From an optimization exercise on the open Yosys and OpenROAD flow, aimed at small area; shortcuts taken in it are not production practice. Function was checked by simulation only, so behaviour that the tests miss may differ from the original.

## the reference run
==> flow/design.v <==
`timescale 1ns / 1ps
module top_UART (
	input  clk,
	input  rst,
	input  [8-1:0] status,
	input  [8-1:0] ram_dout,
	input  rx,
	output tx,
	output reg ram_we,
	output reg [8-1:0] ram_din,
	output reg [16-1:0] ram_addr,
	output reg [8-1:0] command
);
localparam [2:0] R_IDLE = 3'd0, R_START = 3'd1, R_READ = 3'd2, R_STOP = 3'd3,
                 R_RECV = 3'd4, R_ERR = 3'd5, R_WAIT1 = 3'd6, R_WAIT2 = 3'd7;
reg [2:0] rs;        
reg [9:0] rc;        
reg [8:1] rsr;       
wire r_ev_half = rc == 10'b0110001110;    
wire r_ev_bit  = rc == 10'b1100011010;    
wire r_ev      = rs == R_START ? r_ev_half : r_ev_bit;
wire received = rs == R_RECV;
wire [7:0] rx_byte = rsr;
always @(posedge clk) begin
	if (rst)
		rs <= R_IDLE;
	else case (rs)
		R_IDLE:  if (!rx) rs <= R_START;
		R_START: if (r_ev_half) rs <= rx ? R_ERR : R_READ;
		R_READ:  if (r_ev_bit && rsr[1]) rs <= R_STOP;
		R_STOP:  if (r_ev_bit) rs <= rx ? R_RECV : R_ERR;
		R_RECV:  rs <= R_IDLE;
		R_ERR:   rs <= R_WAIT1;
		R_WAIT1: if (r_ev_bit) rs <= R_WAIT2;
		R_WAIT2: if (r_ev_bit) rs <= R_IDLE;
	endcase
end
always @(posedge clk) begin
	if (rs == R_IDLE || r_ev)
		rc <= 10'd0;
	else
		rc <= {rc[8:0], ~(rc[9] ^ rc[6])};
	if (rs == R_START)
		rsr <= 8'h80;
	else if (rs == R_READ && r_ev_bit)
		rsr <= {rx, rsr[8:2]};
end
localparam [3:0] T_IDLE = 4'd2, T_START = 4'd7;
reg [3:0] tp;
reg [9:0] tc;        
reg [7:0] tb;        
reg       t1;        
wire is_tx  = tp != T_IDLE;
wire t_ev   = tc == 10'b1100011010;       
assign tx = tp[3] ? tb[tp[2:0]] : tp != T_START;
always @(posedge clk) begin
	if (rst)
		tp <= T_IDLE;
	else if (!is_tx && t1)
		tp <= T_START;
	else
		tp <= tp + (is_tx && t_ev);
	if (!is_tx || t_ev)
		tc <= 10'd0;
	else
		tc <= {tc[8:0], ~(tc[9] ^ tc[6])};
end
localparam [3:0] IDLE = 4'd2, CHK_HEAD = 4'd5, WR_COMMAND = 4'd1, SND_PKT = 4'd7,
                 SND_HEAD = 4'd0, TRANS = 4'd4, WR_MEMORY = 4'd3, RD_MEMORY = 4'd6,
                 CALC_LNA = 4'd8,    
                 SNT_LNA = 4'd12;    
localparam [1:0] H_C = 2'd0, H_S = 2'd1, H_W = 2'd3, H_R = 2'd2;
reg [3:0]  st;
reg [1:0]  hd;       
reg [31:0] la;       
wire [15:0] len  = la[31:16];
wire [15:0] addr = la[15:0];
wire        wr = st == WR_MEMORY;
wire        rd_go = st == RD_MEMORY && !is_tx && !t1;    
wire        addr_step;                                   
wire        addr_zero;                                   
wire        addr_load = st == CALC_LNA + 4'd3 && received;
reg  [15:0] diff, addr_inc;
reg         cy, c8, c8_r, zero_lo_r, zero_hi_r, wr_r;
integer     i;
always @(*) begin
	cy = wr_r;
	for (i = 0; i < 8; i = i + 1) begin
		diff[i] = ram_addr[i] ^ ~addr[i] ^ cy;
		cy = (ram_addr[i] & ~addr[i]) | (cy & (ram_addr[i] ^ ~addr[i]));
	end
	c8 = cy;
	cy = c8_r;
	for (i = 8; i < 16; i = i + 1) begin
		diff[i] = ram_addr[i] ^ ~addr[i] ^ cy;
		cy = (ram_addr[i] & ~addr[i]) | (cy & (ram_addr[i] ^ ~addr[i]));
	end
	cy = 1'b1;       
	for (i = 0; i < 16; i = i + 1) begin
		addr_inc[i] = ram_addr[i] ^ (addr_step & cy);
		cy = cy & ram_addr[i];
	end
end
always @(posedge clk) begin
	wr_r <= wr;
	c8_r <= c8;
	zero_lo_r <= diff[7:0] == len[7:0];
	zero_hi_r <= diff[15:8] == len[15:8];
end
wire len_max = &len;
wire last = (!wr || ram_we) ? zero_lo_r && zero_hi_r : len_max;
assign addr_step = (rd_go && !last) || (wr && ram_we);
assign addr_zero = st == IDLE || (rd_go && last);
always @(posedge clk) begin
	if (rst || addr_zero)
		ram_addr <= 16'h0000;
	else if (addr_load)
		ram_addr <= {la[7:0], rx_byte};
	else
		ram_addr <= addr_inc;
end
wire [7:0] head_byte = {3'b011, hd != H_C, 1'b0, hd == H_W, 1'b1, hd != H_R};
always @(posedge clk) begin
	if (rst) begin
		st <= IDLE;
		ram_we <= 1'b0;
		t1 <= 1'b0;
		ram_din <= 8'h00;
		command <= 8'h00;
	end else begin
		casez (st)
		IDLE: begin
			ram_we <= 1'b0;
			if (is_tx) t1 <= 1'b0;
			if (received && rx_byte == 8'h70) st <= CHK_HEAD;
		end
		CHK_HEAD: if (received) begin
			case (rx_byte)
			8'h63: begin hd <= H_C; st <= WR_COMMAND; end
			8'h73: begin hd <= H_S; st <= SND_PKT; end
			8'h77:  begin hd <= H_W; st <= CALC_LNA; end
			8'h72:  begin hd <= H_R; st <= CALC_LNA; end
			default:  st <= IDLE;
			endcase
		end
		WR_COMMAND: if (received) begin
			command <= rx_byte;
			st <= SND_PKT;
		end
		SND_PKT: begin
			if (is_tx) t1 <= 1'b0;
			else if (!t1) begin
				t1 <= 1'b1;
				tb <= 8'h70;
				st <= SND_HEAD;
			end
		end
		SND_HEAD: begin
			if (is_tx) t1 <= 1'b0;
			else if (!t1) begin
				t1 <= 1'b1;
				tb <= head_byte;
				st <= TRANS;
			end
		end
		TRANS: begin
			if (is_tx) t1 <= 1'b0;
			else if (hd[1]) begin
				st <= SNT_LNA;
				t1 <= 1'b0;
			end else if (!t1) begin
				tb <= hd[0] ? status : command;
				t1 <= 1'b1;
				st <= IDLE;
			end
		end
		4'b10??: if (received) begin     
			la <= {la[23:0], rx_byte};
			if (st[1:0] == 2'd3) begin
				st <= hd[0] ? WR_MEMORY : SND_PKT;
			end else
				st <= st + 1'b1;
		end
		4'b11??: begin                   
			if (is_tx) t1 <= 1'b0;
			else if (!t1) begin
				t1 <= 1'b1;
				tb <= la[31:24];
				la <= {la[23:0], la[31:24]};
				if (st[1:0] == 2'd3)
					st <= hd[0] ? IDLE : RD_MEMORY;
				else
					st <= st + 1'b1;
			end
		end
		RD_MEMORY: begin
			if (is_tx) t1 <= 1'b0;
			else if (!t1) begin
				if (!last) begin
					t1 <= 1'b1;
					tb <= ram_dout;
				end else begin
					st <= IDLE;
				end
			end
		end
		WR_MEMORY: begin
			if (!last) begin
				if (received) begin
					ram_din <= rx_byte;
					ram_we <= 1'b1;
				end else
					ram_we <= 1'b0;
			end else begin
				ram_we <= 1'b0;
				ram_din <= 8'h00;
				st <= SND_PKT;
			end
		end
		endcase
	end
end
endmodule
==> flow/config.mk <==
export PLATFORM = sky130hd
export DESIGN_NAME = top_UART
export DESIGN_NICKNAME = top_UART
export VERILOG_FILES = /design/flow/design.v
export SDC_FILE = /design/flow/constraint.sdc
export NUM_CORES = 4
export LEC_CHECK = 0
export ABC_AREA = 1
export CAP_MARGIN = 20
export CORE_MARGIN = 2
export CORE_UTILIZATION = 40
export SLEW_MARGIN = 20
==> flow/constraint.sdc <==
create_clock -name core_clock -period 5.0 [get_ports {clk}]
set_input_delay 1.0000 -clock core_clock [delete_from_list [all_inputs] [get_ports {clk}]]
set_output_delay 1.0000 -clock core_clock [all_outputs]
set_load 0.01 [all_outputs]
standard.sh (not shown) runs the stock make flow with config.mk's settings and CLKGATE_MAP_FILE= SYNTH_SCRIPT=/design/flow/synth_recipe.tcl, a recipe that flattens the netlist after the stock synthesis.
==> flow/flow/run.sh <==
#!/bin/bash
# Layout flow: the standard ORFS flow (standard.sh) with three changes:
#  - synthesis maps the logic with an area-oriented ABC script (abc_area.script
#    beside this file, used through ABC_AREA=1 from config.mk); registers and
#    everything else in synthesis are as in the standard flow;
#  - each port gets a sky130_fd_sc_hd__buf_1 as its port buffer;
#  - the clock tree is built from small clock buffers, without dummy loads.
# The ORFS scripts are used from a copy in the work folder that differs only
# in abc_area.script. All tool output goes to standard.log in the work folder.
set -euo pipefail
here=$(pwd)
rm -rf "$here/orfs_scripts"
cp -r "$FLOW_HOME/scripts" "$here/orfs_scripts"
cp "$here/flow/abc_area.script" "$here/orfs_scripts/abc_area.script"
export SCRIPTS_DIR="$here/orfs_scripts"
export BUFFER_PORTS_ARGS="-buffer_cell sky130_fd_sc_hd__buf_1"
export CTS_ARGS="-sink_clustering_enable -repair_clock_nets -buf_list sky130_fd_sc_hd__clkbuf_4 -root_buf sky130_fd_sc_hd__clkbuf_8 -dont_use_dummy_load -sink_clustering_size 12"
bash standard.sh > standard.log 2>&1
==> flow/flow/abc_area.script <==
strash
dch -f
map -a
strash
dch -f
amap
topo
No stage failed in the reference run, and the final checks on the layout all came back clean.
[inputs] the trial run vs the reference run
-- flow/flow/run.sh --
<<< the reference run, line 15
export SCRIPTS_DIR="$here/orfs_scripts"
export BUFFER_PORTS_ARGS="-buffer_cell sky130_fd_sc_hd__buf_1"
export CTS_ARGS="-sink_clustering_enable -repair_clock_nets -buf_list sky130_fd_sc_hd__clkbuf_4 -root_buf sky130_fd_sc_hd__clkbuf_8 -dont_use_dummy_load -sink_clustering_size 12"
bash standard.sh > standard.log 2>&1
>>> the trial run, line 15
export SCRIPTS_DIR="$here/orfs_scripts"
export BUFFER_PORTS_ARGS="-buffer_cell sky130_fd_sc_hd__buf_1"
export CTS_ARGS="-sink_clustering_enable -repair_clock_nets -buf_list sky130_fd_sc_hd__clkbuf_4 -root_buf sky130_fd_sc_hd__clkbuf_8 -dont_use_dummy_load"
bash standard.sh > standard.log 2>&1
Notes after the runs:
- The clock edge transition at the registers on the reported setup and hold paths on the trial run is in line with that on the reference run.
- Comparing the reference run against the trial run, there is no change at all in final area.
- The trial run -> the reference run: fmax flat
- Compared the reference run against the trial run; maximum cell stage delay along the critical path within noise.

static timing again, ports no longer ideal:
In the flow no input, the clock included, has a driving cell. The finished layouts below were timed again as built, in two steps. Step 1: set_driving_cell puts a clkbuf_16 on clk and a buf_2 on each other input, an assumption about the parent block. Step 2 adds t to the input delays and takes it off the output delays; t is the mean of the earliest and latest rising clock arrival at the registers after step 1. Input paths then give back, and output paths get back, about the clock's delay inside the block. Three values: ideal ports, drivers, drivers and shift; two values: the first two.
| run | shift t [ns] | setup WS [ns] | worst setup path after step 2 | worst slew at a driven data input, ns |
|---|---|---|---|---|
| the reference run | 0.435 | 0.551 / 0.551 / 0.551 | register to register | 0.03 |
| the trial run | 0.435 | 0.551 / 0.551 / 0.551 | register to register | 0.03 |
After both steps setup and hold are still met in every run listed.
